Background: an optimization exercise with open tools, aiming at small area. Do not read the settings as production practice. Where RTL was checked, it was by simulation tests only, not by an equivalence proof against the original. Function not checked in run 2: the RTL went through the layout flow alone. Power is estimated from default activity; no workload was simulated.

==> design/flow/design.v <==
`timescale 1ns / 1ps
module parking_meter(
    input add1,
    input add2,
    input add3,
    input add4,
    input rst1,
    input rst2,
    input clk,
    input rst,
    output [6:0] led_seg,
    output a0,
    output a1,
    output a2,
    output a3,
    output [3:0] val0,
    output [3:0] val1,
    output [3:0] val2,
    output [3:0] val3
    );
	reg [2:0] scan;
	reg [4:0] div;
	reg [1:0] mode;      
	reg [3:0] d0, d1, d2, d3;
	wire disp = ~scan[0];
	wire [1:0] digit = scan[2:1];
	wire [1:0] j = scan[1:0] - div[1:0] - 2'd1;
	wire one = j[0];
	wire half = j[1] ^ j[0];
	wire wrap = div[4] & div[3];
	wire tick = wrap & ~disp;
	always @(posedge clk) begin
		if (rst) begin
			scan <= 1;
			div <= 0;
		end else begin
			scan <= scan + 1;
			div <= wrap ? 5'd0 : div + 1;
		end
	end
	wire tz = (d0 == 0) && (d1 == 0) && (d2 == 0) && (d3 == 0);
	wire le180 = (d3 == 0) && ((d2 == 0) || ((d2 == 1) && ((d1 < 8) || ((d1 == 8) && (d0 == 0)))));
	wire add = add1 | add2 | add3 | add4;
	wire c0 = |d0;
	wire [3:0] k1a = add1 ? 4'd5 : add2 ? 4'd1 : add3 ? 4'd7 : 4'd9;
	wire [3:0] k2a = add1 ? 4'd0 : (add2 | add3) ? 4'd1 : add4 ? 4'd2 : 4'd9;
	wire [3:0] k3a = add ? 4'd0 : 4'd9;
	wire [4:0] s1 = d1 + k1a + c0;
	wire k1 = s1 >= 10;
	wire [3:0] r1 = k1 ? s1 - 10 : s1[3:0];
	wire [4:0] s2 = d2 + k2a + k1;
	wire k2 = s2 >= 10;
	wire [3:0] r2 = k2 ? s2 - 10 : s2[3:0];
	wire [4:0] s3 = d3 + k3a + k2;
	wire k3 = s3 >= 10;
	wire [3:0] r3 = k3 ? s3 - 10 : s3[3:0];
	wire [3:0] r0 = c0 ? d0 - 1 : 4'd9;
	wire sat = add & k3;
	wire stay0 = ~add & ~k3;
	always @(posedge clk) begin
		if (rst) begin
			mode <= 0;
			{d3, d2, d1, d0} <= 0;
		end else if (rst1)
			{d3, d2, d1, d0} <= 16'h0015;
		else if (rst2)
			{d3, d2, d1, d0} <= 16'h0149;
		else if (tick) begin
			mode <= tz ? 2'b00 : le180 ? 2'b01 : 2'b10;
			if (sat)
				{d3, d2, d1, d0} <= 16'h9999;
			else if (stay0)
				{d3, d2, d1, d0} <= 16'h0000;
			else
				{d3, d2, d1, d0} <= {r3, r2, r1, r0};
		end
	end
	wire on = mode[1] | (mode[0] ? half : one);
	reg [3:0] sel;
	always @(*) begin
		case (digit)
			2'd0: sel = d0;
			2'd1: sel = d1;
			2'd2: sel = d2;
			default: sel = d3;
		endcase
	end
	reg [6:0] seg;
	always @(*) begin
		case (sel)
			4'd1: seg = 7'b1001111;
			4'd2: seg = 7'b0010010;
			4'd3: seg = 7'b0000110;
			4'd4: seg = 7'b1001100;
			4'd5: seg = 7'b0100100;
			4'd6: seg = 7'b0100000;
			4'd7: seg = 7'b0001111;
			4'd8: seg = 7'b0000000;
			4'd9: seg = 7'b0000100;
			default: seg = 7'b0000001;
		endcase
	end
	assign led_seg = on ? seg : 7'b0;
	assign {a3, a2, a1, a0} = on ? (4'b0001 << digit) : 4'b0000;
	assign val0 = d0;
	assign val1 = d1;
	assign val2 = d2;
	assign val3 = d3;
endmodule
==> design/flow/run.sh <==
#!/bin/bash
# synth_recipe.tcl (not shown) runs the flow's synth.tcl, then flattens the netlist and writes it again
# the make line also repeats each setting of config.mk as NAME=value (left out here)
make -C /OpenROAD-flow-scripts/flow DESIGN_CONFIG=/design/flow/config.mk WORK_HOME=/design/flow/orfs CLKGATE_MAP_FILE= SYNTH_SCRIPT=/design/flow/synth_recipe.tcl finish
==> design/flow/config.mk <==
export PLATFORM = sky130hd
export DESIGN_NAME = parking_meter
export DESIGN_NICKNAME = parking_meter
export VERILOG_FILES = /design/flow/design.v
export SDC_FILE = /design/flow/constraint.sdc
export NUM_CORES = 4
export LEC_CHECK = 0
export CAP_MARGIN = 20
export CORE_MARGIN = 2
export CORE_UTILIZATION = 40
export SLEW_MARGIN = 20
==> design/flow/constraint.sdc <==
create_clock -name core_clock -period 18.0 [get_ports {clk}]
set_input_delay 3.6000 -clock core_clock [delete_from_list [all_inputs] [get_ports {clk}]]
set_output_delay 3.6000 -clock core_clock [all_outputs]
set_load 0.01 [all_outputs]
==> summary.txt, run 1 <==
Finished Layout Cells 357; row cnt 26; Peak VDD IR approximately 31 uV; fin crit share 0.524; first-pass GRT wire length about 9.0 mm; CP max stage delay about 0.47 ns; vias in the first global route ~1800; Sink Count 26; Hold Crit Depth 1; Num CTS Buffers 3; antenna cells 0; hold-fix buffers at CTS 0; Cell variety after synth 55; core area between 0.005 and 0.006 sq mm; Buf/Inv on CP 4; # nets final roughly 320; final setup vio count 0; fin crit period between 9 and 10 ns; Final Util 0.506; Seq/Total Area, Yosys 0.240; FF-to-FF Start d0[0]; RSZ-0062 raised after global routing no; Post-route DRC 0; hold_ws 0.465 ns; Critical R2R Capture d0[2]; IO Pins 35; post-CTS sizing 0; Clk pin slew, worst setup/hold paths 0.09 ns; largest area contributor in the synthesized netlist dfxtp_1; vias per inst ~5.5; Slew HR 0.622; clock latency (worst-skew pair) between 0.2 and 0.3 ns; hpwl dp ~4 mm; max capacitance violation total 0; setup TNS 0 ns; Post-synth EDFFs 0; Async SR Flop Fraction 0; setup bufs post-CTS 0; PortBufs 34; CP Max Fanout 5; Highest Signal Layer met4; Clock Skews 0.00719 ns; CTS tree built; Post-Syn Area ~0.0022 sq mm; first-iteration detailed-routing DRC count 170; WL met3 approximately 200 microns; largest net degree at the start of global routing 16; CP arrival around 9.6 ns; CP Class in -> reg; Syn Area/Cell between 8 and 9 sq um; required time worst endpoint ~18 ns; total power divided by cell area 54.4 mW/mm^2; Total Routing Usage GR 0.181; WL per Instance 14.6 microns; DIE HEIGHT around 78 microns; Critical Path Source Type primary input; root buf cell clkbuf_8; remaining antenna violation count 0; die span in x between 70 and 80 microns; FF-to-FF path depth 30; crit end category flip-flop; leakage power about 1.0 nW; GRT overflow 0; pre-CTS WS 8.33 ns; Fin. Hold Viols 0; die footprint approximately 0.0060 sq mm; post-placement cell count approximately 350; RD Place Congestion ~0.85; Slew Limit Fails 0; fin worst setup slack 8.56 ns; FF+latch count, synth 26; drt pass-1 iters 4; Synth-to-Final Area Change 20.8%; Primary FF master, synth dfxtp_1; DR WL met2 ~2.4 mm; Starting Density 0.419; end point of the critical path d0[2]; CTS Buffer Depth 2; initial antenna violation count 0; path type of the worst min-delay path reg -> reg; Worst R2R Setup Slack 11.32 ns; crit path from add2; CP max stage cell clkdlybuf4s50_1; critical path depth in cells 27; post-synth top area share 0.240; final wirelength about 5.2 mm; CTS H-Tree Depth 1; delay-heaviest family, CP adder cells; Post-Synthesis Cells 256; Synthesis Warnings 1; FMAX ~110 MHz; Worst Tran Pin Value 0.565 ns; Mapped Nets 290; layout cell share with drive strength beyond 1 0.0697; DR vias between 1500 and 2000; synth top area cells dfxtp_1, ha_1, nor2_1; outcome complete, no violations; WL met1 2.63 mm
## metal layers
layer | up-vias | GRT usage
li1 | 967 | -
met1 | 928 | 0.273
met2 | 52 | 0.284
met3 | 4 | 0.0163
met4 | 0 | 0.0286
met5 | - | 0
## final cells by class
type / instances / area [sq um]
clock buffers: 4 / 55.1
fillers: 488 / 2550
inverters: 24 / 90.1
multi-input cells: 199 / 1530
flip-flops and latches: 26 / 520
well taps: 70 / 87.6
repair buffers: 34 / 340
## power breakdown
part	switching [mW]	leakage (nW)	total, mW	internal [mW]
combinational	0.0196	0.799	0.0411	0.0215
sequential	0.00415	0.212	0.0638	0.0596
clock	0.0180	0.0288	0.0376	0.0195
## layout by cell type, fill, tap and decap left out, types with 2 or more instances in the layout
| cell type | count |
|---|---|
| xnor2_1 | 7 |
| inv_1 | 24 |
| nor2_1 | 32 |
| o22ai_1 | 2 |
| nor2b_1 | 8 |
| a31o_2 | 2 |
| mux2_2 | 2 |
| nand3_1 | 5 |
| nor3b_1 | 4 |
| a22oi_1 | 3 |
| fa_1 | 4 |
| dfxtp_1 | 26 |
| mux4_2 | 3 |
| a21o_1 | 2 |
| a31oi_1 | 4 |
| clkbuf_8 | 4 |
| or3_1 | 2 |
| nand2b_1 | 6 |
| maj3_1 | 2 |
| nand2_1 | 12 |
| nor3_1 | 6 |
| mux2i_1 | 4 |
| ha_1 | 22 |
| a21oi_1 | 18 |
| clkdlybuf4s50_1 | 34 |
| o21ai_2 | 2 |
| o31ai_1 | 5 |
| o21ai_0 | 14 |
| xor2_1 | 4 |
## synth_stat cells, types with 2 or more instances
master	count
mux2i_1	4
xor2_1	4
a22oi_1	3
nand3_1	5
maj3_1	2
inv_1	24
or3_1	2
fa_1	4
o21ai_2	2
o21ai_0	14
nor3b_1	4
buf_2	2
a21o_1	2
a21oi_1	18
mux2_2	2
nor2_1	32
a31o_2	2
o31ai_1	5
nand2b_1	6
dfxtp_1	26
clkbuf_1	3
nand2_1	12
mux4_2	3
nor2b_1	8
a31oi_1	4
o22ai_1	2
xnor2_1	7
nor3_1	6
ha_1	22
## flip-flops by register name (all words and copies together), names as in the netlist
register and flops:
div 5, scan 3, mode 2, d1 4, d0 4, d2 4
d3 4
## cell families (layout without fill, tap and decap cells)
family                   count (synthesis)  in the layout  share of synthesized area
flip-flops                              26             26                      0.240
AO/OA/AOI/OAI                           65             65                      0.200
adder cells (fa/ha/maj)                 28             28                      0.173
XOR/XNOR                                13             13                     0.0623
AND/OR/NAND/NOR                         82             82                      0.186
buffers and inverters                   31             62                     0.0566
multiplexers                            11             11                     0.0819
## worst reg2reg max path: cells and delay by family (launching register included)
| family | cells | cell delay, ns |
|---|---|---|
| mux | 1 | 0.32 |
| fa+ha+maj | 10 | 2.84 |
| simple gates | 3 | 0.37 |
| flops | 1 | 0.44 |
| xor+xnor | 3 | 0.71 |
| compound gates | 8 | 1.55 |
| buf+inv | 5 | 0.38 |
## stage by stage
stage          instance area [sq um]  power (mW)
6_report                        2620       0.142
5_1_grt                         2620       0.151
4_1_cts                         2620       0.144
3_5_place_dp                    2560       0.106
3_3_place_gp                    2560       0.106
2_1_floorplan                   2170      0.0921
## worst min path at each step
stage | startpoint | end | slack [ns]
floorplan | scan[0] | scan[0] | 0.41
detailed placement | scan[0] | scan[0] | 0.45
global placement | scan[0] | scan[0] | 0.44
global route | scan[0] | scan[0] | 0.49
finish | scan[0] | scan[0] | 0.46
CTS | scan[0] | scan[0] | 0.47
==> run 2: changes to the inputs <==
==> design/flow/design.v (replaced) <==
`timescale 1ns / 1ps
module parking_meter(
    input add1,
    input add2,
    input add3,
    input add4,
    input rst1,
    input rst2,
    input clk,
    input rst,
    output [6:0] led_seg,
    output a0,
    output a1,
    output a2,
    output a3,
    output [3:0] val0,
    output [3:0] val1,
    output [3:0] val2,
    output [3:0] val3
    );
	parameter ZERO = 2'b00;
	parameter LESSTHAN180 = 2'b01;
	parameter GREATERTHAN180 = 2'b10;
	reg [1:0] current_state;
	reg [1:0] next_state;
	reg OneHzClk;
	reg HalfHzClk;
	reg DisplayClk;
	reg [13:0] counter;
	reg [4:0] clkCounter;
	reg [1:0] digitCounter;
	wire OneHzTick = (clkCounter == 24) && (OneHzClk == 0);
	wire DisplayTick = (DisplayClk == 0);
	reg [3:0] valReg[0:3];
	assign val0 = valReg[0];
	assign val1 = valReg[1];
	assign val2 = valReg[2];
	assign val3 = valReg[3];
	reg [3:0] aReg;
	assign a0 = aReg[0];
	assign a1 = aReg[1];
	assign a2 = aReg[2];
	assign a3 = aReg[3];
	reg [6:0] sevenSeg;
	assign led_seg = sevenSeg;
	always@(posedge clk) begin
		if (rst) begin
			clkCounter <= 0;
			OneHzClk <= 0;
			HalfHzClk <= 0;
			DisplayClk <= 0;
		end
		else begin
			DisplayClk <= ~DisplayClk;
			if (clkCounter == 24) begin
				OneHzClk <= ~OneHzClk;
				clkCounter <= 0;
				if (OneHzClk == 0)
					HalfHzClk <= ~HalfHzClk;
			end
			else
				clkCounter <= clkCounter + 1;
		end
	end
	always @(*) begin
		if (counter == 0)
			next_state = ZERO;
		else if (counter <= 180)
			next_state = LESSTHAN180;
		else
			next_state = GREATERTHAN180;
	end
	function [13:0] min (input [13:0] a, input [13:0] b);
		begin
			if (a < b)
				min = a;
			else
				min = b;
		end
	endfunction
	always@(posedge clk) begin
		if (rst) begin
			current_state <= ZERO;
			counter <= 0;
		end 
		else if (rst1)
			counter <= 15;
		else if (rst2)
			counter <= 149;
		else if (OneHzTick) begin
			current_state <= next_state;
			if (add1) begin
				counter <= min(counter+59, 9999);
			end
			else if (add2) begin
				counter <= min(counter+119, 9999);
			end
			else if (add3) begin
				counter <= min(counter+179, 9999);
			end
			else if (add4) begin
				counter <= min(counter+299, 9999);
			end
			else if (counter != 0)
				counter <= counter - 1;
		end
	end
	function [6:0] numToSegment (input [3:0] a);
		begin
			 case(a)  
				 4'b0001: numToSegment = 7'b1001111;  
				 4'b0010: numToSegment = 7'b0010010;  
				 4'b0011: numToSegment = 7'b0000110;  
				 4'b0100: numToSegment = 7'b1001100;  
				 4'b0101: numToSegment = 7'b0100100;  
				 4'b0110: numToSegment = 7'b0100000;  
				 4'b0111: numToSegment = 7'b0001111;  
				 4'b1000: numToSegment = 7'b0000000;  
				 4'b1001: numToSegment = 7'b0000100;  
				 default: numToSegment = 7'b0000001;  
			endcase
		end
	endfunction
	function [3:0] stateToAVal(input [1:0] state);
		begin
			case (state)
				2'b00: stateToAVal = 4'b0001;
				2'b01: stateToAVal = 4'b0010;
				2'b10: stateToAVal = 4'b0100;
				2'b11: stateToAVal = 4'b1000;
				default: stateToAVal = 0;
			endcase
		end	
	endfunction
	always@(posedge clk) begin
		if (rst) begin
			digitCounter <= 0;
		end
		else if (DisplayTick) begin
			digitCounter <= digitCounter + 1;
		end
	end
	always @(*) begin 
		valReg[0] = (((counter % 1000) % 100) % 10);
		valReg[1] = ((counter % 1000) % 100) / 10;
		valReg[2] = (counter % 1000) / 100;
		valReg[3] = counter / 1000;
		case(current_state)
			ZERO : begin
				if (OneHzClk) begin
					aReg = stateToAVal(digitCounter);
					sevenSeg = numToSegment(valReg[digitCounter]);
				end else begin
					aReg = 4'b0000;
					sevenSeg = 0;
				end
			end
			LESSTHAN180 : begin
				if (HalfHzClk) begin
					aReg = stateToAVal(digitCounter);
					sevenSeg = numToSegment(valReg[digitCounter]);
				end else begin
					aReg = 0;
					sevenSeg = 0;
				end
			end
			default : begin
				aReg = stateToAVal(digitCounter);
				sevenSeg = numToSegment(valReg[digitCounter]);
			end
		endcase
	end
endmodule
==> run 2 against run 1 <==
  * Die area rose to 2.8 times the previous value
  * Clock-buffer cell count shrank 1
  * Register-to-register slack improved by 1.9 ns
  * Global-route usage up 5.5 points
  * Hold slack better by 0.00065 ns
  * Synthesized cell count grew to 3.7 times the previous value
  * Core utilization fell by 6.0 points
  * Non-clock buffer count up 12
  * Via count increased to 3.7 times the previous value
  * Cell area rose to 2.6 times the previous value
  * First-iteration DRC count increased to 4.1 times the previous value
  * Critical path type is now reg -> out
  * Largest power group is now combinational cells
==> summary.txt, run 2 <==
final wirelength a little over 20 mm; setup TNS 0 ns; Peak VDD IR around 58 uV; core area about 0.015 sq mm; Async SR Flop Fraction 0; required time worst endpoint approximately 14 ns; Most common cell on crit path a31oi_1; Highest Signal Layer met4; Post-Synthesis Cells between 900 and 1000; Buf/Inv on CP 3; IO Pins 35; first-iteration detailed-routing DRC count roughly 700; Syn Area/Cell about 6.6 sq um; RSZ-0062 raised after global routing no; fin worst setup slack 1.42 ns; Fin. Hold Viols 0; most common cell after layout, fill and taps aside nor2_1; Post-Syn Area about 0.0063 sq mm; CP Max Fanout 25; layout cell share with drive strength beyond 1 0.0704; RD Place Congestion 0.885; leakage power around 2.3 nW; setup bufs post-CTS 0; max reg flops 14; post-CTS sizing 0; die footprint about 0.017 sq mm; Final Util 0.447; CTS Buffer Depth 2; initial antenna violation count 0; CP Class reg -> out; CTS H-Tree Depth 1; Clk pin slew, worst setup/hold paths approximately 0.06 ns; drt pass-1 iters 8; vias in the first global route around 6400; CP arrival 12.98 ns; GRT overflow 0; PortBufs 34; max capacitance violation total 0; DIE HEIGHT around 130 microns; largest net degree at the start of global routing 36; post-route cell area between 0.006 and 0.007 sq mm; Sink Count 26; most frequent cells in the layout nor2_1, nand2_1, a21oi_1; FF+latch count, synth 26; Seq/Total Area, Yosys 0.0829; total power divided by cell area 34.7 mW/mm^2; clock latency (worst-skew pair) ~0.26 ns; Post-route DRC 0; fin crit period around 17 ns; root buf cell clkbuf_16; Seq. cell area 520 sq um; Slew HR 0.387; antenna cells 0; CP max stage cell dfxtp_1; delay-heaviest family, CP compound AO/OA/AOI/OAI gates; outcome complete, no violations; # nets final 966; Critical Path Source Type flip-flop; top flop regs counter: 14 flops, clkCounter: 5 flops; Synthesis Warnings 2; fin crit share 0.921; die span in x roughly 130 microns; Synth-to-Final Area Change 8.57%; Cell variety after synth ~100; Num CTS Buffers 3; Primary FF master, synth dfxtp_1; WL per Instance approximately 18 microns; Worst Tran Pin Value 0.918 ns; synth cell count leaders nor2_1, nand2_1, a21oi_1; Post-synth EDFFs 0; DP Area 0.00671 sq mm; WL met1 9.69 mm; Total Routing Usage GR 0.236; remaining antenna violation count 0; largest area contributor in the synthesized netlist dfxtp_1; vias per inst between 6 and 7; first-pass GRT wire length 33.0 mm; Multi-input gate area about 0.0054 sq mm; FMAX just over 60 MHz; Layout fillers between 1500 and 2000; CP max stage delay roughly 0.93 ns; hold-fix buffers at CTS 0; Mapped Nets roughly 1000; DR vias 7306; DR WL met2 9.02 mm; WL met3 between 1 and 1.5 mm; Top reg by flops counter; pre-CTS WS between 1.5 and 2 ns; path type of the worst min-delay path reg -> reg; Slew Limit Fails 0; synth top area cells dfxtp_1, nor2_1, a21oi_1; crit end category output port; hpwl dp 15.1 mm; Starting Density 0.411; final setup vio count 0; Clock Skews about 0.0017 ns; post-synth top area share 0.0829; top-count cell post-synth nor2_1; row cnt between 40 and 50; CTS tree built
## run 2: cell types whose count changed after synthesis, moves of 18 or more
| cell | change |
|---|---|
| nand3_1 | +33 |
| o21ai_0 | +38 |
| nor2_1 | +87 |
| xnor2_1 | +29 |
| or3_1 | +18 |
| nor3_1 | +27 |
| a211oi_1 | +27 |
| clkbuf_1 | +44 |
| a21oi_1 | +56 |
| nand2_1 | +76 |
## run 2: layout make-up
cell class,count,area share
multi-input cells,833,0.790
flip-flops and latches,26,0.0764
repair buffers,46,0.0632
well taps,211,0.0387
inverters,29,0.0160
clock buffers,3,0.0110
clock inverters,1,0.00441
## run 2: stage by stage
stage / std cells / power (mW) / hold WS (ns)
floorplan: 952 / 0.144 / 0.430
global placement: 1145 / 0.172 / 0.447
detailed placement: 1145 / 0.171 / 0.456
CTS: 1149 / 0.237 / 0.471
global route: 1149 / 0.252 / 0.491
finish: 1149 / 0.237 / 0.465
## run 2: worst paths after layout
check / from / to / slack, ns / depth (start not counted)
min: clkCounter[0] / clkCounter[0] / 0.47 / 1
min reg2reg: clkCounter[0] / clkCounter[0] / 0.47 / 1
max reg2reg: counter[2] / counter[4] / 13.19 / 22
max: counter[9] / led_seg[2] / 1.42 / 36
## run 2: cells by family after synthesis
logic type,Yosys count,synth area share
multiplexers,10,0.0181
buffers and inverters,93,0.0590
AND/OR/NAND/NOR,398,0.321
AO/OA/AOI/OAI,354,0.408
adder cells (fa/ha/maj),21,0.0411
flip-flops,26,0.0829
XOR/XNOR,50,0.0698
## run 2: routing by layer
layer / vias up / global-route usage
met5: - / 0
met3: 31 / 0.0145
met1: 3386 / 0.345
met4: 0 / 0.0486
met2: 296 / 0.382
li1: 3593 / -
## run 2: power by group
part | internal (mW) | switching [mW]
clock network | 0.0442 | 0.0201
registers | 0.0597 | 0.00240
logic | 0.0425 | 0.0677
total | 0.146 | 0.0902

[static timing again, ports no longer ideal]
How much do the figures lean on ideal ports? The routed layouts below were timed once more, with nothing changed but the port constraints.
Step 1, drivers: a clkbuf_16 drives clk and a buf_2 each remaining input, both assumed.
Step 2 also shifts input and output timing later by t, the mid clock arrival at the registers, as if the neighbouring blocks saw the same clock.
Slacks: ideal / step 1 / step 2; pairs: ideal / step 1.
| run | t, ns | slack for setup (ns) | clock arrival spread, ns | worst slew at a driven data input, ns |
|---|---|---|---|---|
| run 1 | 0.288 | 8.565 / 8.568 / 8.280 | 0.007 / 0.007 | 0.03 |
| run 2 | 0.289 | 1.417 / 1.385 / 1.674 | 0.001 / 0.002 | 0.03 |
After both steps setup and hold are still met in every run listed. The setup slack of run 1, which loses most, moves by +0.003 ns with the drivers and by -0.285 ns with both steps.
